From an optimization exercise on the open Yosys and OpenROAD flow, aimed at small area; shortcuts taken in it are not production practice.

==> inputs of run a <==
==> flow/design.v <==
module Little_star_music_main(
    input clk ,
    input rst ,
    output reg music_play
    );
    reg rst_q ;
    always @(posedge clk) rst_q <= rst ;
    wire rr = rst | rst_q ;
    reg [17:0] y_C4 ;
    reg p_C4 ;
    wire [17:0] x_C4 = y_C4 ^ 18'h24ccc ;
    wire [17:0] sh_C4 = {~y_C4[16], y_C4[15], ~y_C4[14], ~y_C4[13], y_C4[12], ~y_C4[11], y_C4[10], ~y_C4[9], y_C4[8], ~y_C4[7], y_C4[6], ~y_C4[5], y_C4[4], ~y_C4[3], y_C4[2], ~y_C4[1], y_C4[0], x_C4[17] ^ x_C4[10]} ;
    wire rt_C4 = rr | (((x_C4 ^ 18'h155dd) & 18'h3dbff) == 18'h0) ;
    always @(posedge clk) begin
        p_C4 <= ~rst & (p_C4 ^ rt_C4) ;
        if (rt_C4) y_C4 <= (sh_C4 & 18'h12aaa) | ((p_C4 ? 18'h27333 : 18'h23333) & 18'h2d555) ;
        else y_C4 <= sh_C4 ;
    end
    reg [17:0] y_D4 ;
    reg p_D4 ;
    wire [17:0] x_D4 = y_D4 ^ 18'h332cc ;
    wire [17:0] sh_D4 = {y_D4[16], ~y_D4[15], y_D4[14], ~y_D4[13], y_D4[12], ~y_D4[11], y_D4[10], ~y_D4[9], ~y_D4[8], ~y_D4[7], y_D4[6], ~y_D4[5], y_D4[4], ~y_D4[3], y_D4[2], ~y_D4[1], y_D4[0], x_D4[17] ^ x_D4[10]} ;
    wire rt_D4 = rr | (((x_D4 ^ 18'h762) & 18'h1bff7) == 18'h0) ;
    always @(posedge clk) begin
        p_D4 <= ~rst & (p_D4 ^ rt_D4) ;
        if (rt_D4) y_D4 <= (sh_D4 & 18'h2a8aa) | ((p_D4 ? 18'h33f0c : 18'h33f0c) & 18'h15755) ;
        else y_D4 <= sh_D4 ;
    end
    reg [17:0] y_E4 ;
    reg p_E4 ;
    wire [17:0] x_E4 = y_E4 ^ 18'h2666c ;
    wire [17:0] sh_E4 = {~y_E4[16], y_E4[15], ~y_E4[14], y_E4[13], ~y_E4[12], y_E4[11], ~y_E4[10], y_E4[9], ~y_E4[8], y_E4[7], ~y_E4[6], y_E4[5], ~y_E4[4], ~y_E4[3], y_E4[2], ~y_E4[1], y_E4[0], x_E4[17] ^ x_E4[10]} ;
    wire rt_E4 = rr | (((x_E4 ^ 18'h22f16) & 18'h3ef7b) == 18'h0) ;
    always @(posedge clk) begin
        p_E4 <= ~rst & (p_E4 ^ rt_E4) ;
        if (rt_E4) y_E4 <= (sh_E4 & 18'h1554a) | ((p_E4 ? 18'h21870 : 18'h21870) & 18'h2aab5) ;
        else y_E4 <= sh_E4 ;
    end
    reg [17:0] y_F4 ;
    reg p_F4 ;
    wire [17:0] x_F4 = y_F4 ^ 18'hc92c ;
    wire [17:0] sh_F4 = {y_F4[16], ~y_F4[15], y_F4[14], ~y_F4[13], y_F4[12], ~y_F4[11], ~y_F4[10], y_F4[9], ~y_F4[8], ~y_F4[7], y_F4[6], ~y_F4[5], ~y_F4[4], ~y_F4[3], y_F4[2], ~y_F4[1], y_F4[0], x_F4[17] ^ x_F4[6]} ;
    wire rt_F4 = rr | (((x_F4 ^ 18'h22ac5) & 18'h3afdf) == 18'h0) ;
    always @(posedge clk) begin
        p_F4 <= ~rst & (p_F4 ^ rt_F4) ;
        if (rt_F4) y_F4 <= (sh_F4 & 18'h2a48a) | ((p_F4 ? 18'hced3 : 18'hc6d3) & 18'h15b75) ;
        else y_F4 <= sh_F4 ;
    end
    reg [16:0] y_G4 ;
    reg p_G4 ;
    wire [16:0] x_G4 = y_G4 ^ 17'h6664 ;
    wire [16:0] sh_G4 = {y_G4[15], ~y_G4[14], y_G4[13], ~y_G4[12], y_G4[11], ~y_G4[10], y_G4[9], ~y_G4[8], y_G4[7], ~y_G4[6], y_G4[5], ~y_G4[4], y_G4[3], ~y_G4[2], ~y_G4[1], y_G4[0], x_G4[16] ^ x_G4[2]} ;
    wire rt_G4 = rr | (((x_G4 ^ 17'h187b7) & 17'h1dfef) == 17'h0) ;
    always @(posedge clk) begin
        p_G4 <= ~rst & (p_G4 ^ rt_G4) ;
        if (rt_G4) y_G4 <= (sh_G4 & 17'h15552) | ((p_G4 ? 17'h1e187 : 17'h1e187) & 17'haaad) ;
        else y_G4 <= sh_G4 ;
    end
    reg [16:0] y_A4 ;
    reg p_A4 ;
    wire [16:0] x_A4 = y_A4 ^ 17'h6ccc ;
    wire [16:0] sh_A4 = {y_A4[15], ~y_A4[14], y_A4[13], ~y_A4[12], ~y_A4[11], y_A4[10], ~y_A4[9], y_A4[8], ~y_A4[7], y_A4[6], ~y_A4[5], y_A4[4], ~y_A4[3], y_A4[2], ~y_A4[1], y_A4[0], x_A4[16] ^ x_A4[5]} ;
    wire rt_A4 = rr | (((x_A4 ^ 17'h119b8) & 17'h17eff) == 17'h0) ;
    always @(posedge clk) begin
        p_A4 <= ~rst & (p_A4 ^ rt_A4) ;
        if (rt_A4) y_A4 <= (sh_A4 & 17'h14aaa) | ((p_A4 ? 17'h6ffc : 17'h6ffc) & 17'hb555) ;
        else y_A4 <= sh_A4 ;
    end
    reg [17:0] y_s ;
    wire [17:0] x_s = y_s ^ 18'h2aaaa ;
    wire term_s = ((x_s ^ 18'hb07) & 18'h3dfff) == 18'h0 ;
    reg rest ;
    reg [5:0] idx ;
    always @(posedge clk) begin
        if (rst) begin
            y_s <= 18'h2bf29 ;
            rest <= 1'b1 ;
            idx <= 6'd0 ;
        end
        else if (term_s) begin
            y_s <= 18'h3bb39 ;
            rest <= ~rest ;
            if (!rest) idx <= (idx == 6'd41) ? 6'd0 : idx + 6'd1 ;
        end
        else y_s <= {~y_s[16:0], x_s[17] ^ x_s[10]} ;
    end
    reg tone ;
    always @(*) begin
        case (idx)
            6'd0 : tone = p_C4 ;
            6'd1 : tone = p_C4 ;
            6'd2 : tone = p_G4 ;
            6'd3 : tone = p_G4 ;
            6'd4 : tone = p_A4 ;
            6'd5 : tone = p_A4 ;
            6'd6 : tone = p_G4 ;
            6'd7 : tone = p_F4 ;
            6'd8 : tone = p_F4 ;
            6'd9 : tone = p_E4 ;
            6'd10 : tone = p_E4 ;
            6'd11 : tone = p_D4 ;
            6'd12 : tone = p_D4 ;
            6'd13 : tone = p_C4 ;
            6'd14 : tone = p_G4 ;
            6'd15 : tone = p_G4 ;
            6'd16 : tone = p_F4 ;
            6'd17 : tone = p_F4 ;
            6'd18 : tone = p_E4 ;
            6'd19 : tone = p_E4 ;
            6'd20 : tone = p_D4 ;
            6'd21 : tone = p_G4 ;
            6'd22 : tone = p_G4 ;
            6'd23 : tone = p_F4 ;
            6'd24 : tone = p_F4 ;
            6'd25 : tone = p_E4 ;
            6'd26 : tone = p_E4 ;
            6'd27 : tone = p_D4 ;
            6'd28 : tone = p_C4 ;
            6'd29 : tone = p_C4 ;
            6'd30 : tone = p_G4 ;
            6'd31 : tone = p_G4 ;
            6'd32 : tone = p_A4 ;
            6'd33 : tone = p_A4 ;
            6'd34 : tone = p_G4 ;
            6'd35 : tone = p_F4 ;
            6'd36 : tone = p_F4 ;
            6'd37 : tone = p_E4 ;
            6'd38 : tone = p_E4 ;
            6'd39 : tone = p_D4 ;
            6'd40 : tone = p_D4 ;
            6'd41 : tone = p_C4 ;
            default : tone = 1'b0 ;
        endcase
    end
    reg [3:0] ph ;
    always @(posedge clk) begin
        if (rst) ph <= 4'd0 ;
        else ph <= ph + 4'd1 ;
        if (rst) music_play <= 1'b0 ;
        else if (ph == 4'd1) music_play <= ~rest & tone ;
    end
endmodule
==> flow/run.sh <==
#!/bin/bash
# synth_recipe.tcl (not shown) runs the flow's synth.tcl, then flattens the netlist and writes it again
# the make line also repeats each setting of config.mk as NAME=value (left out here)
make -C /OpenROAD-flow-scripts/flow DESIGN_CONFIG=/design/flow/config.mk WORK_HOME=/design/flow/orfs CLKGATE_MAP_FILE= SYNTH_SCRIPT=/design/flow/synth_recipe.tcl finish
==> flow/config.mk <==
export PLATFORM = sky130hd
export DESIGN_NAME = Little_star_music_main
export DESIGN_NICKNAME = Little_star_music_main
export VERILOG_FILES = /design/flow/design.v
export SDC_FILE = /design/flow/constraint.sdc
export NUM_CORES = 4
export LEC_CHECK = 0
export CAP_MARGIN = 20
export CORE_MARGIN = 2
export CORE_UTILIZATION = 40
export CTS_BUF_LIST = sky130_fd_sc_hd__clkbuf_4
export CTS_CLUSTER_DIAMETER = 100
export CTS_CLUSTER_SIZE = 40
export SLEW_MARGIN = 20
==> flow/constraint.sdc <==
create_clock -name core_clock -period 10.0 [get_ports {clk}]
set_input_delay 2.0000 -clock core_clock [delete_from_list [all_inputs] [get_ports {clk}]]
set_output_delay 2.0000 -clock core_clock [all_outputs]
set_load 0.01 [all_outputs]
==> inputs of run b, as changes to run a <==
==> flow/flow/run.sh (new file) <==
#!/bin/bash
# Own layout flow: the standard flow, with clock tree synthesis told not
# to add dummy loads and to use small clock buffers. Each tool's output goes to
# the ORFS logs under orfs/logs; the make output goes to standard.log.
set -euo pipefail
export CTS_ARGS="-sink_clustering_enable -repair_clock_nets -dont_use_dummy_load -sink_clustering_size 30 -sink_clustering_max_diameter 150 -buf_list {sky130_fd_sc_hd__clkbuf_2 sky130_fd_sc_hd__clkbuf_4}"
bash standard.sh > standard.log 2>&1
==> flow/standard.sh (new file) <==
#!/bin/bash
# synth_recipe.tcl (not shown) runs the flow's synth.tcl, then flattens the netlist and writes it again
# the make line also repeats each setting of config.mk as NAME=value (left out here)
make -C /OpenROAD-flow-scripts/flow DESIGN_CONFIG=/design/flow/config.mk WORK_HOME=/design/flow/orfs CLKGATE_MAP_FILE= SYNTH_SCRIPT=/design/flow/synth_recipe.tcl "${@:-finish}"
CTS_BUF_LIST = unset   (was sky130_fd_sc_hd__clkbuf_4)
CTS_CLUSTER_DIAMETER = unset   (was 100)
CTS_CLUSTER_SIZE = unset   (was 40)
removed: flow/run.sh
==> results.sh <==
export IMPL_p_switching_w=0.0001870
export IMPL_worst_slack_ps=6342
export IMPL_power_density_mw_per_mm2=186.1
export IMPL_skew_ps=32.58
export IMPL_drive_gt1_frac=0.06522
export IMPL_timing_final_crit_share=0.3658
export IMPL_num_vias=2718
export IMPL_hold_ws_ps=318.9
export IMPL_clk_latency_ps=500
export IMPL_power_w=0.0008702
export IMPL_pg_clk_w=0.000234
export IMPL_required_ps=10380
export IMPL_status="complete, no violations"
export IMPL_wl_met3_microns=249
the above is filed under run b

==> results.sh <==
export IMPL_status="complete, no violations"
export IMPL_worst_slack_ps=6386
export IMPL_hold_ws_ps=340.2
export IMPL_skew_ps=16.59
export IMPL_pg_clk_w=0.000404
export IMPL_num_vias=2768
export IMPL_clk_latency_ps=510
export IMPL_required_ps=10430
export IMPL_p_switching_w=0.0002286
the above is filed under run a

No functional check of the RTL was part of any run of this note.

==> static timing again, ports no longer ideal <==
How much do the figures lean on ideal ports? The routed layouts below were timed once more, with nothing changed but the port constraints.
Step 1 (the two cells are an assumption about what drives the block):
set clk [get_ports {clk}]
set_driving_cell -lib_cell sky130_fd_sc_hd__clkbuf_16 $clk
set_driving_cell -lib_cell sky130_fd_sc_hd__buf_2 [delete_from_list [all_inputs] $clk]
Step 2, shift: input delay + t, output delay - t, t = (earliest + latest rising clock arrival at the registers) / 2. This alone moves slack from input paths to output paths.
Three values: no drivers, after step 1, after step 2; two values: the first two.
run	t, ns	slack for setup (ns)	worst hold slack (ns)	clock arrival spread, ns	worst data-port slew with drivers (ns)
run a	0.536	6.386 / 6.394 / 5.858	0.340 / 0.340 / 0.340	0.017 / 0.017	0.03
run b	0.512	6.342 / 6.351 / 5.839	0.319 / 0.319 / 0.319	0.033 / 0.033	0.03
After both steps every run listed still meets setup and hold. The setup slack of run a, which loses most, moves by +0.008 ns with the drivers and by -0.528 ns with both steps.
